This is an optimization exercise on Yosys and OpenROAD, whose aim is small area, not a production implementation.
Function was checked by simulation only, so behaviour that the tests miss may differ from the original.
Power figures rest on the tool's default switching activity, not on a simulated workload.

[design.v]
`timescale 1ns / 1ps
module registro_param #(parameter N = 8)(
    input logic clk, reset, load,
    input logic [N-1 :0] D,
    output logic [N-1 :0] Q
    );
    always_ff@(posedge clk)
        if (reset)
            begin
                Q <= 'b0;
            end
        else if (load)
            Q <= D;   
        else 
            Q <= Q;   
endmodule
`timescale 1ns / 1ps
module S4_actividad3 #(parameter M = 8)(
	input logic [M-1:0] A,
	input logic [M-1:0] B,
	input logic [1:0] OpCode,
	output logic [M-1:0] Result,
	output logic [4:0] Flags
);
	logic N, Z, C, V, P;
	always_comb begin
		case(OpCode)
			2'b00: begin
			    {C, Result} = A - B;
				V = (Result[M-1] & ~A[M-1] & B[M-1]) | (~Result[M-1] & A[M-1] & ~B[M-1]);
			end
			2'b01: begin
			    {C, Result} = A + B;
				V = (Result[M-1] & ~A[M-1] & ~B[M-1]) | (~Result[M-1] & A[M-1] & B[M-1]);		
			end
			2'b10: begin
				Result = (A | B);
				C = 1'b0;
				V = 1'b0;
			end
			2'b11: begin
				Result = (A & B);
				C = 1'b0;
				V = 1'b0;
			end
		endcase
		N = Result[M-1];
		Z = (Result == '0);
		P = ^Result;
		Flags = {N, Z, C, V, P};
	end
endmodule
`timescale 1ns / 1ps
module alu_in_out_reg #(parameter N = 16)(
    input logic [N-1 : 0] data_in,
    input logic load_A, load_B, load_Op, clk, reset, updateRes,
    output logic [N-1 : 0] Result,
    output logic [4:0] Flags
    );
    logic [1:0] V_op;
    logic [N-1 : 0] V_a, V_b;
    logic [1:0] data_in_op;
    logic [N-1:0] Result_alu;
    logic [4:0] Flags_alu;
    assign  data_in_op = data_in[1:0];
    registro_param #(.N(N)) registro_a (.clk(clk), .reset(reset) , .load(load_A), .D(data_in),.Q(V_a));
    registro_param #(.N(N)) registro_b (.clk(clk), .reset(reset) , .load(load_B), .D(data_in),.Q(V_b));
    registro_param #(.N(2)) registro_op (.clk(clk), .reset(reset) , .load(load_Op), .D(data_in_op),.Q(V_op));
    S4_actividad3 #(.M(N)) alu (.A(V_a), .B(V_b), .OpCode(V_op), .Result(Result_alu), .Flags(Flags_alu));
    registro_param #(.N(N)) result_alu (.clk(clk), .reset(reset), .load(updateRes), .D(Result_alu),.Q(Result));  
    registro_param #(.N(5)) result_flags (.clk(clk), .reset(reset), .load(updateRes), .D(Flags_alu),.Q(Flags));
endmodule
`timescale 1ns / 1ps
module Debouncer_FSM #(
    parameter DELAY=15                  
    )
(
	input 	logic clk,                  
	input 	logic rst,                  
	input 	logic PB,                   
	output 	logic PB_pressed_status,    
	output  logic PB_pressed_pulse,     
	output  logic PB_released_pulse     
 );
	logic    PB_sync_aux, PB_sync;
 always_ff @(posedge clk) begin
     if (rst) begin
         PB_sync_aux <= 1'b0;
         PB_sync     <= 1'b0;
     end
     else begin
         PB_sync_aux <= PB;
         PB_sync     <= PB_sync_aux;
     end
 end
	localparam DELAY_WIDTH = $clog2(DELAY);
	logic [DELAY_WIDTH-1:0]    delay_timer; 
    enum logic[5:0] {PB_IDLE, PB_COUNT, PB_PRESSED, PB_STABLE, PB_RELEASED} state, next_state;
  always_ff @(posedge clk) begin
	if (rst) delay_timer <= 0;
	else if (state != next_state) delay_timer <= 0;  
	else delay_timer <= delay_timer + 1;
  end
    always_comb begin
        next_state          = PB_IDLE;
        PB_pressed_status   = 1'b0;
        PB_pressed_pulse    = 1'b0;
        PB_released_pulse   = 1'b0;
        case (state)
            PB_IDLE:        begin
                                if(PB_sync) begin    
                                    next_state= PB_COUNT;
                                end
                            end
            PB_COUNT:       begin
                                if ((PB_sync && (delay_timer >= DELAY-1))) begin
                                    next_state = PB_PRESSED;
                                end 
                                else if (PB_sync)
                                    next_state = PB_COUNT;
                            end
             PB_PRESSED:    begin
                                PB_pressed_pulse = 1'b1;
                                if (PB_sync)
                                    next_state = PB_STABLE;
                            end
             PB_STABLE:     begin
                                PB_pressed_status=1'b1;
                                next_state = PB_STABLE;
                                if (~PB_sync)
                                    next_state = PB_RELEASED;
                            end
              PB_RELEASED:  begin
                                PB_released_pulse = 1'b1;
                                next_state = PB_IDLE;
                            end    
         endcase
    end    
    always@(posedge clk) begin
        if(rst) 
            state <= PB_IDLE;
        else 
            state <= next_state;
    end
endmodule
`timescale 1ns / 1ps
module ReversePolishFSM(
    input logic Enter_pulse,reset,clock,Undo_pulse,
    output logic [2:0] Status,
    output logic LoadOpA,LoadOpB,LoadOpCode,
    output logic updateRes, ToDisplaySel
    );
    enum logic [7:0] {Entering_OpA, Load_OpA, Entering_OpB, Load_OpB, 
    Entering_OpCode, Load_OpCode, Show_Result } state, next_state;
    always_comb begin 
    next_state = Entering_OpA;
    Status = 3'b000;
    LoadOpA = 1'b0;
    LoadOpB = 1'b0;
    LoadOpCode = 1'b0;
    updateRes = 1'b0;
    ToDisplaySel = 1'b0;
        case (state)
            Entering_OpA:   begin
                                if (Enter_pulse) begin
                                    next_state = Load_OpA;
                                    end
                                else
                                    next_state = Entering_OpA;
                                Status = 3'd0;
                                LoadOpA = 1'b0;
                                LoadOpB = 1'b0;
                                LoadOpCode = 1'b0;
                                updateRes = 1'b0;
                                ToDisplaySel = 1'b0;
                            end
            Load_OpA:   begin
                            next_state = Entering_OpB;
                            Status = 3'd1;
                            LoadOpA = 1'b1;
                            LoadOpB = 1'b0;
                            LoadOpCode = 1'b0;
                            updateRes = 1'b0;
                            ToDisplaySel = 1'b0;
                        end
            Entering_OpB:   begin
                                if (Enter_pulse)
                                    next_state = Load_OpB;
                                else if (Undo_pulse)
                                    next_state = Entering_OpA;
                                else
                                    next_state = Entering_OpB;
                            Status = 3'd2;
                            LoadOpA = 1'b0;
                            LoadOpB = 1'b0;
                            LoadOpCode = 1'b0;
                            updateRes = 1'b0;
                            ToDisplaySel = 1'b0;
                        end
            Load_OpB:   begin
                            next_state = Entering_OpCode;
                            Status = 3'd3;
                            LoadOpA = 1'b0;
                            LoadOpB = 1'b1;
                            LoadOpCode = 1'b0;
                            updateRes = 1'b0;
                            ToDisplaySel = 1'b0;
                        end
            Entering_OpCode:   begin
                                if (Enter_pulse)
                                    next_state = Load_OpCode;
                                else if (Undo_pulse)
                                    next_state = Entering_OpB;
                                else
                                    next_state = Entering_OpCode;
                            Status = 3'd4;
                            LoadOpA = 1'b0;
                            LoadOpB = 1'b0;
                            LoadOpCode = 1'b0;
                            updateRes = 1'b0;
                            ToDisplaySel = 1'b0;
                        end
            Load_OpCode:   begin
                            next_state = Show_Result;
                            Status = 3'd5;
                            LoadOpA = 1'b0;
                            LoadOpB = 1'b0;
                            LoadOpCode = 1'b1;
                            updateRes = 1'b0;
                            ToDisplaySel = 1'b0;
                        end
            Show_Result:   begin
                                if (Enter_pulse)
                                    next_state = Entering_OpA;
                                else if (Undo_pulse)
                                    next_state = Entering_OpCode;
                                else
                                    next_state = Show_Result;
                            Status = 3'd6;
                            LoadOpA = 1'b0;
                            LoadOpB = 1'b0;
                            LoadOpCode = 1'b0;
                            updateRes = 1'b1;
                            ToDisplaySel = 1'b1;
                        end                        
        endcase
        end
    always_ff @(posedge clock) begin
        if(reset) 
            state <= Entering_OpA;
        else 
            state <= next_state;
    end
endmodule
`timescale 1ns / 1ps
module Display_selector(
    input logic [15:0] DataIn, Alu_result,
    input logic ToDisplaySel,
    output logic [15:0] ToDisplay
    );
    always_comb begin
        case(ToDisplaySel)
         1'b0:  ToDisplay = DataIn;
         1'b1:  ToDisplay = Alu_result;
         default ToDisplay = DataIn;      
        endcase
        end
endmodule
module unsigned_to_bcd
(
	input  logic 		clk, 	  
				reset,    
	input  logic 		trigger,  
	input  logic [31:0] 	in,       
	output logic  		idle,     
	output logic [31:0] 	bcd 	  
);
	localparam COUNTER_MAX = 32;
	enum logic [2:0] {S_IDLE, S_SHIFT, S_ADD3} state, state_next;
	logic [31:0] shift, shift_next;
	logic [31:0] bcd_next;
	logic [5:0] counter, counter_next;  
	always_comb begin
		{state_next, shift_next, bcd_next, counter_next} = {state, shift, bcd, counter};
		idle = 1'b0;  
		case (state)
		S_IDLE: begin
			counter_next = 'd1;
			shift_next = 'd0;
			idle = 1'b1;
			if (trigger) begin
				state_next = S_SHIFT;
			end
		end
		S_ADD3: begin
			if (shift[31:28] >= 5)
				shift_next[31:28] = shift[31:28] + 4'd3;
			if (shift[27:24] >= 5)
				shift_next[27:24] = shift[27:24] + 4'd3;
			if (shift[23:20] >= 5)
				shift_next[23:20] = shift[23:20] + 4'd3;
			if (shift[19:16] >= 5)
				shift_next[19:16] = shift[19:16] + 4'd3;
			if (shift[15:12] >= 5)
				shift_next[15:12] = shift[15:12] + 4'd3;
			if (shift[11:8] >= 5)
				shift_next[11:8] = shift[11:8] + 4'd3;
			if (shift[7:4] >= 5)
				shift_next[7:4] = shift[7:4] + 4'd3;
			if (shift[3:0] >= 5)
				shift_next[3:0] = shift[3:0] + 4'd3;
			state_next = S_SHIFT;
		end
		S_SHIFT: begin
			shift_next = {shift[30:0], in[COUNTER_MAX - counter_next]};
			if (counter == COUNTER_MAX) begin
				bcd_next = shift_next;
				state_next = S_IDLE;
			end else
				state_next = S_ADD3;
			counter_next = counter + 'd1;
		end
		default: begin
			state_next = S_IDLE;
		end
		endcase
	end
	always @(posedge clk) begin
		if(reset) begin
			{shift, bcd, counter} <= 'd0;
			state <= S_IDLE;
		end
		else
			{state, shift, bcd, counter} <= {state_next, shift_next, bcd_next, counter_next};
	end
endmodule
`timescale 1ns / 1ps
module contador_parameter #(parameter N = 3)(
    input logic clk,reset,
    output logic [N-1:0] count
    );
    always_ff @(posedge clk) 
    begin
        if(reset)
            count <= 'b0;
        else 
            count <= count + 1'b1;
    end
endmodule
`timescale 1ns / 1ps
module bcd_4bit(
    input logic [31:0] HEX,
    input logic [2:0] r_counter,
    output logic [3:0] digito_elegido
    );
    always_comb 
        begin
            case (r_counter)
                3'b000: digito_elegido = HEX[3:0];
                3'b001: digito_elegido = HEX[7:4];
                3'b010: digito_elegido = HEX[11:8];
                3'b011: digito_elegido = HEX[15:12];
                3'b100: digito_elegido = HEX[19:16];
                3'b101: digito_elegido = HEX[23:20];
                3'b110: digito_elegido = HEX[27:24];
                3'b111: digito_elegido = HEX[31:28];
                default: digito_elegido = 'b0;
            endcase
        end
endmodule
`timescale 1ns / 1ps
module BCD_to_sevenseg(
    input logic [3:0] BCD_in, 
    output logic [6:0] sevenSeg
    );
    always_comb begin
        case (BCD_in)
            4'd0:   sevenSeg = 7'b0000_001;  
            4'd1:   sevenSeg = 7'b1001_111;
            4'd2:   sevenSeg = 7'b0010_010;
            4'd3:   sevenSeg = 7'b0000_110;
            4'd4:   sevenSeg = 7'b1001_100;
            4'd5:   sevenSeg = 7'b0100_100;
            4'd6:   sevenSeg = 7'b0100_000;
            4'd7:   sevenSeg = 7'b0001_111;
            4'd8:   sevenSeg = 7'b0000_000;
            4'd9:   sevenSeg = 7'b0001_100;
            4'd10:  sevenSeg = 7'b0001_000;
            4'd11:  sevenSeg = 7'b1100_000;
            4'd12:  sevenSeg = 7'b0110_001;
            4'd13:  sevenSeg = 7'b1000_010;
            4'd14:  sevenSeg = 7'b0110_000;
            4'd15:  sevenSeg = 7'b0111_000;
            default sevenSeg = 'b0;
        endcase
    end 
endmodule 
`timescale 1ns / 1ps
module display_control(
    input logic [2:0] r_counter,
    output logic [7:0] Anodo
    );
    always_comb 
        begin
            case (r_counter)
                3'b000: Anodo = 8'b1111_1110;
                3'b001: Anodo = 8'b1111_1101;
                3'b010: Anodo = 8'b1111_1011;
                3'b011: Anodo = 8'b1111_0111;
                3'b100: Anodo = 8'b1110_1111;
                3'b101: Anodo = 8'b1101_1111;
                3'b110: Anodo = 8'b1011_1111;
                3'b111: Anodo = 8'b0111_1111;
                default: Anodo = 'b0;
            endcase
        end
endmodule
`timescale 1ns / 1ps
module S4_actividad1(
    input  logic        clock,
    input  logic        reset,
    input  logic [31:0] HEX_in,
    output logic [6:0]  segments,
    output logic [7:0]  anodes
    );
    logic [2:0]refresh_counter;
    logic [3:0] elegido;
    contador_parameter #(.N(3)) R_counter (.clk(clock), .reset(reset) , .count(refresh_counter));
    bcd_4bit bcd_selector (.HEX(HEX_in), .r_counter(refresh_counter), .digito_elegido(elegido));    
    BCD_to_sevenseg bcd_seg(.BCD_in(elegido), .sevenSeg(segments));
    display_control control_anodo (.r_counter(refresh_counter), .Anodo (anodes));
endmodule
`timescale 1ns / 1ps
module S8_actividad2 #(parameter N_DEBOUNCER = 10)(
    input logic clk,
    input logic resetN,
    input logic Enter,Undo, DisplayFormat,                
    input logic [15:0] DataIn,
    output logic [6:0] Segments,
    output logic [4:0] Flags,
    output logic [2:0] Status,
    output logic [7:0] Anodes 
    );
    logic reset;
    assign reset = ~resetN;
    logic EnterPulse;
    logic UndoPulse;
    logic LoadOpA,LoadOpB,LoadOpCode;
    logic updateRes, ToDisplaySel;
    logic [15:0] Alu_Result;
    logic [15:0] ToDisplay;
    Debouncer_FSM #(.DELAY(N_DEBOUNCER))debouncer_enterpulse (
        .clk(clk),
        .rst (reset),
        .PB(Enter),
        .PB_pressed_status(),
        .PB_pressed_pulse(EnterPulse),
        .PB_released_pulse()
        );
    Debouncer_FSM #(.DELAY(N_DEBOUNCER)) debouncer_undopulse (
        .clk(clk),
        .rst (reset),
        .PB(Undo),
        .PB_pressed_status(),
        .PB_pressed_pulse(UndoPulse),
        .PB_released_pulse()
        );
    ReversePolishFSM Maquina_estados (
        .Enter_pulse(EnterPulse),
	    .Undo_pulse (UndoPulse),
        .reset(reset),
        .clock(clk),
        .Status(Status),
        .LoadOpA(LoadOpA),
        .LoadOpB(LoadOpB),
        .LoadOpCode(LoadOpCode),
        .updateRes(updateRes),
        .ToDisplaySel(ToDisplaySel)
        );
    alu_in_out_reg #(.N(16)) Alu (
        .data_in(DataIn),
        .load_A(LoadOpA),
        .load_B(LoadOpB),
        .load_Op(LoadOpCode),
        .clk(clk),
        .reset(reset),
        .updateRes(updateRes),
        .Result(Alu_Result),
        .Flags(Flags)
        );
    Display_selector valor_a_display(
        .DataIn(DataIn),
        .Alu_result(Alu_Result),
        .ToDisplaySel(ToDisplaySel),
        .ToDisplay({ToDisplay})
        );     
    logic idle;
    logic [31:0] in_double_dabble;
    logic [31:0] bcd_out;
    assign in_double_dabble = {16'b0,ToDisplay};
    unsigned_to_bcd double_dabble (
        .clk(clk),
    	.reset(reset),
		.trigger(1'b1),
		.in(in_double_dabble),
		.idle(idle),
		.bcd(bcd_out)
	);
    logic [31:0] in_sevenSeg;
    always_comb begin 
        case (DisplayFormat)
            1'b0: in_sevenSeg = {16'b0,ToDisplay};
            1'b1: in_sevenSeg = {bcd_out};
        endcase
        end
    S4_actividad1 Hex_to_sevenSeg (
        .clock(clk),
        .reset(reset),
        .HEX_in(in_sevenSeg),
        .segments(Segments),
        .anodes(Anodes)
        );
endmodule
[run.sh]
#!/bin/bash
# synth_recipe.tcl (not shown) runs the flow's synth.tcl, then flattens the netlist and writes it again
# the make line also repeats each setting of config.mk as NAME=value (left out here)
make -C /OpenROAD-flow-scripts/flow DESIGN_CONFIG=/design/flow/config.mk WORK_HOME=/design/flow/orfs CLKGATE_MAP_FILE= SYNTH_SCRIPT=/design/flow/synth_recipe.tcl finish
[constraint.sdc]
create_clock -name core_clock -period 10.0 [get_ports {clk}]
set_input_delay 2.0000 -clock core_clock [delete_from_list [all_inputs] [get_ports {clk}]]
set_output_delay 2.0000 -clock core_clock [all_outputs]
set_load 0.01 [all_outputs]
[config.mk]
export PLATFORM = sky130hd
export DESIGN_NAME = S8_actividad2
export DESIGN_NICKNAME = S8_actividad2
export VERILOG_FILES = /design/flow/design.v
export SDC_FILE = /design/flow/constraint.sdc
export NUM_CORES = 4
export LEC_CHECK = 0
export CAP_MARGIN = 20
export CORE_MARGIN = 2
export CORE_UTILIZATION = 40
export PLACE_DENSITY = 0.6
export SLEW_MARGIN = 20
==> flow_summary_export.csv <==
group,metric,value,unit
detailed_routing,viasPerCell,5.53,
power,power.density,132,nW/um^2
synthesis,synth_most_common_cell,"nand2_1",
floorplan,die_x,165,um
synthesis,ys_ff_latch,158,
power,ir_drop,0.116,mV
global_routing,grt_max_degree,64,
floorplan,die_y,165,um
timing,rsz0062_at_grt,"false",
synthesis,synth_edf_count,0,
worst_setup_path,startpoint_type,"input port",
timing,max_slew.worst_pin.slew,0.935,ns
worst_setup_path,worstSetupPathType,"in -> out",
cts,clockRootBuffer,"clkbuf_16",
timing,whs,0.449,ns
synthesis,synth.distinct_cells,74,
synthesis,synth-xor-area-share,3.37,%
job,cap_violations,0,
final_layout,nets,1468,
placement,portBuffers,43,
timing,fin_crit,7.58,ns
synthesis,async_reset_ff_share,0,%
floorplan,num_io_pins,44,
synthesis,synth.avg_cell_area,7.68,sq um
timing,hold_viol,0,
floorplan,die-area,27300,sq um
power,p_leak,0.00411,uW
synthesis,synth-simple-area-share,20.6,%
floorplan,fp-row-count,58,
synthesis,synthMuxAreaShare,5.47,%
synthesis,yosys_most_used_dff,"dfxtp_1",
worst_setup_path,crit_arrival,5.58,ns
synthesis,synthAdderAreaFrac,12.3,%
cts,cts_inserted_buffers,17,
cts,clock-sinks,158,
global_routing,antenna_found_initial,0,
timing,clock_skew,0.00933,ns
detailed_routing,wire_per_inst,16.4,um
synthesis,syn_area,10400,sq um
floorplan,core_area,25300,sq um
synthesis,syn_inst,1352,
cts,cts_tree,"yes",
outcome,status,"timing/DRC/antenna clean",
global_routing,grt_pass1_wl,44600,um
timing,slew_headroom,37.6,%
worst_setup_path,cp-end-kind,"output pin",
placement,gp_congestion,0.863,
detailed_routing,final_antenna_net_count,0,
power,power,1520,uW
synthesis,yosysTopAreaCell,"dfxtp_1",
timing,finalSetupViolCount,0,
synthesis,synth_common_cells,"nand2_1 (200), dfxtp_1 (158), a21oi_1 (145)",
worst_setup_path,cp_max_fo,28,
global_routing,track_usage,20.7,%
final_layout,diodes,0,
detailed_routing,drc,0,
synthesis,synth_compound_area_share,20.9,%
final_layout,layout-drive-gt1-share,4.93,%
synthesis,yosysWarnings,13,
cts,clock_path_buffers,2,
global_routing,grt_pass1_vias,8624,
cts,cts-resized-gates,0,
timing,drv_slew,0,
floorplan,start_util,41.0,%
cts,htree_levels,4,
timing,fin_tns_setup,0,ns
cts,postCtsHoldBufs,0,
global_routing,grt-ovfl-total,0,
final_layout,finish.utilization,45.7,%
hold_path,holdCritPathClass,"reg -> reg",
cts,cts_setup_buffers,0,
final_layout,area_growth,11.6,%
synthesis,yosysSeqAreaShare,30.5,%
synthesis,synth_top_family_by_area,"compound AO/OA/AOI/OAI gates",
detailed_routing,wl,27700,um
synthesis,yosysTopAreaCellShare,30.5,%
timing,fmax,132,MHz
synthesis,synth.area.top_cells,"dfxtp_1 (30%), ha_1 (12%), nand2_1 (7.2%), a21oi_1 (7.0%), inv_1 (3.6%)",
timing,period_share,75.8,%
placement,dp_hpwl,20000,um
detailed_routing,drt-initial-drc-count,628,
detailed_routing,drt_pre_antenna_iters,6,
cts,clkTransAtPathRegs,0.06,ns
detailed_routing,vias,9344,
worst_setup_path,required,8.00,ns
synthesis,syn_nets,1474,
cts,worstSkewPairLatency,0.43,ns
## area by class of cell
cell class	instances	area, sq um
Clock inverter	14	158
Inverter	105	395
Multi-Input combinational cell	1011	6520
Timing Repair Buffer	53	513
Sequential cell	158	3160
Tap cell	330	413
Clock buffer	18	429
Fill cell	2542	13700
## where the power goes
group	internal, uW	leakage [uW]	total [uW]	switching, uW
combinational	90.8	0.00255	220	129
sequential	639	0.00128	651	11.7
clock	373	0.000284	652	279
total	1100	0.00411	1520	420
## stage by stage
stage	setup slack (ns)	std cells	area, sq um
after global placement	2.53	1656	11000
after global routing	2.08	1689	11600
after detailed placement	2.48	1657	11000
final	2.42	1689	11600
after CTS	2.44	1689	11600
after floorplan	3.57	1352	10400
## worst paths after layout
path | from | to | slack [ns] | cells past startpoint
max | DisplayFormat | Segments[3] | 2.42 | 11
min | debouncer_enterpulse.PB_sync_aux | debouncer_enterpulse.PB_sync | 0.45 | 1
max reg2reg | Alu.registro_b.Q[1] | Alu.result_flags.Q[0] | 5.63 | 14
min reg2reg | debouncer_enterpulse.PB_sync_aux | debouncer_enterpulse.PB_sync | 0.45 | 1
## metal layers
layer	wire length (um)	global-route usage, %	vias to the layer above
met5	0	0	-
met4	858	8.14	0
met3	1310	2.87	48
met2	12800	34.4	229
met1	12700	27.1	4384
li1	-	-	4683
## registers in the layout, summed over array words and instances (netlist names), 5 cells and up
| register | count |
|---|---|
| double_dabble.counter | 6 |
| Anodes | 8 |
| Alu.result_alu.Q | 15 |
| Alu.result_flags.Q | 5 |
| double_dabble.shift | 32 |
| Alu.registro_a.Q | 16 |
| double_dabble.bcd | 32 |
| Alu.registro_b.Q | 16 |
## cell families (layout without fill, tap and decap cells)
| family | count (synthesis) | in the layout |
|---|---|---|
| flip-flops | 158 | 158 |
| adder cells (fa/ha/maj) | 101 | 101 |
| XOR/XNOR | 40 | 40 |
| multiplexers | 46 | 46 |
| AO/OA/AOI/OAI | 357 | 357 |
| AND/OR/NAND/NOR | 467 | 467 |
| buffers and inverters | 183 | 190 |
## cells in the final DEF (no fill, tap or decap), drive strengths merged, types with 4 or more instances in the layout
cell and instances:
nor2 85, o211ai 12, nand3 55, mux2 6, o31ai 11, xor2 16
nand4 4, mux2i 32, or3 6, a311oi 4, nand3b 4, a211oi 25
nor3 29, mux4 8, o21ai 69, inv 109, a31oi 15, a21oi 145
ha 99, clkbuf 18, or2 5, clkinv 6, buf 10, and3 5
nor2b 7, dfxtp 158, nand2b 32, clkdlybuf4s50 43, nand2 200, nor3b 8
a222oi 4, o22ai 25, and2 18, a22oi 8, xnor2 24
## worst max-delay path: stages
cell	delay, ns
clkdlybuf4s50_1	1.06
nand2_1	0.11
o21ai_0	0.11
a22o_1	0.18
nor3_1	0.05
a21oi_1	0.48
inv_1	0.20
ha_1	0.40
or3b_1	0.36
nand3_1	0.09
clkdlybuf4s50_1	0.53

[what the ideal ports hide]
No port has a modelled driver above. Below, the same layout with a new extraction and two added sets of constraints.
Step 1 assumes that a clkbuf_16 drives the clock port and a buf_2 every other input.
Step 2 times the ports against the registers' clock, not the clock port: input delays grow and output delays shrink by t, the midpoint of the rising clock arrivals with the driver on.
Three values: ideal ports, drivers, drivers and shift; two values: the first two.
t (ns): 0.468
setup WS [ns]: 2.424 / 2.401 / 2.401
hold WS [ns]: 0.449 / 0.449 / 0.449
clock arrival spread, ns: 0.010 / 0.009
After both steps setup and hold are still met in this run. For this run, drivers alone change the setup slack by -0.023 ns; drivers and shift together by -0.023 ns.
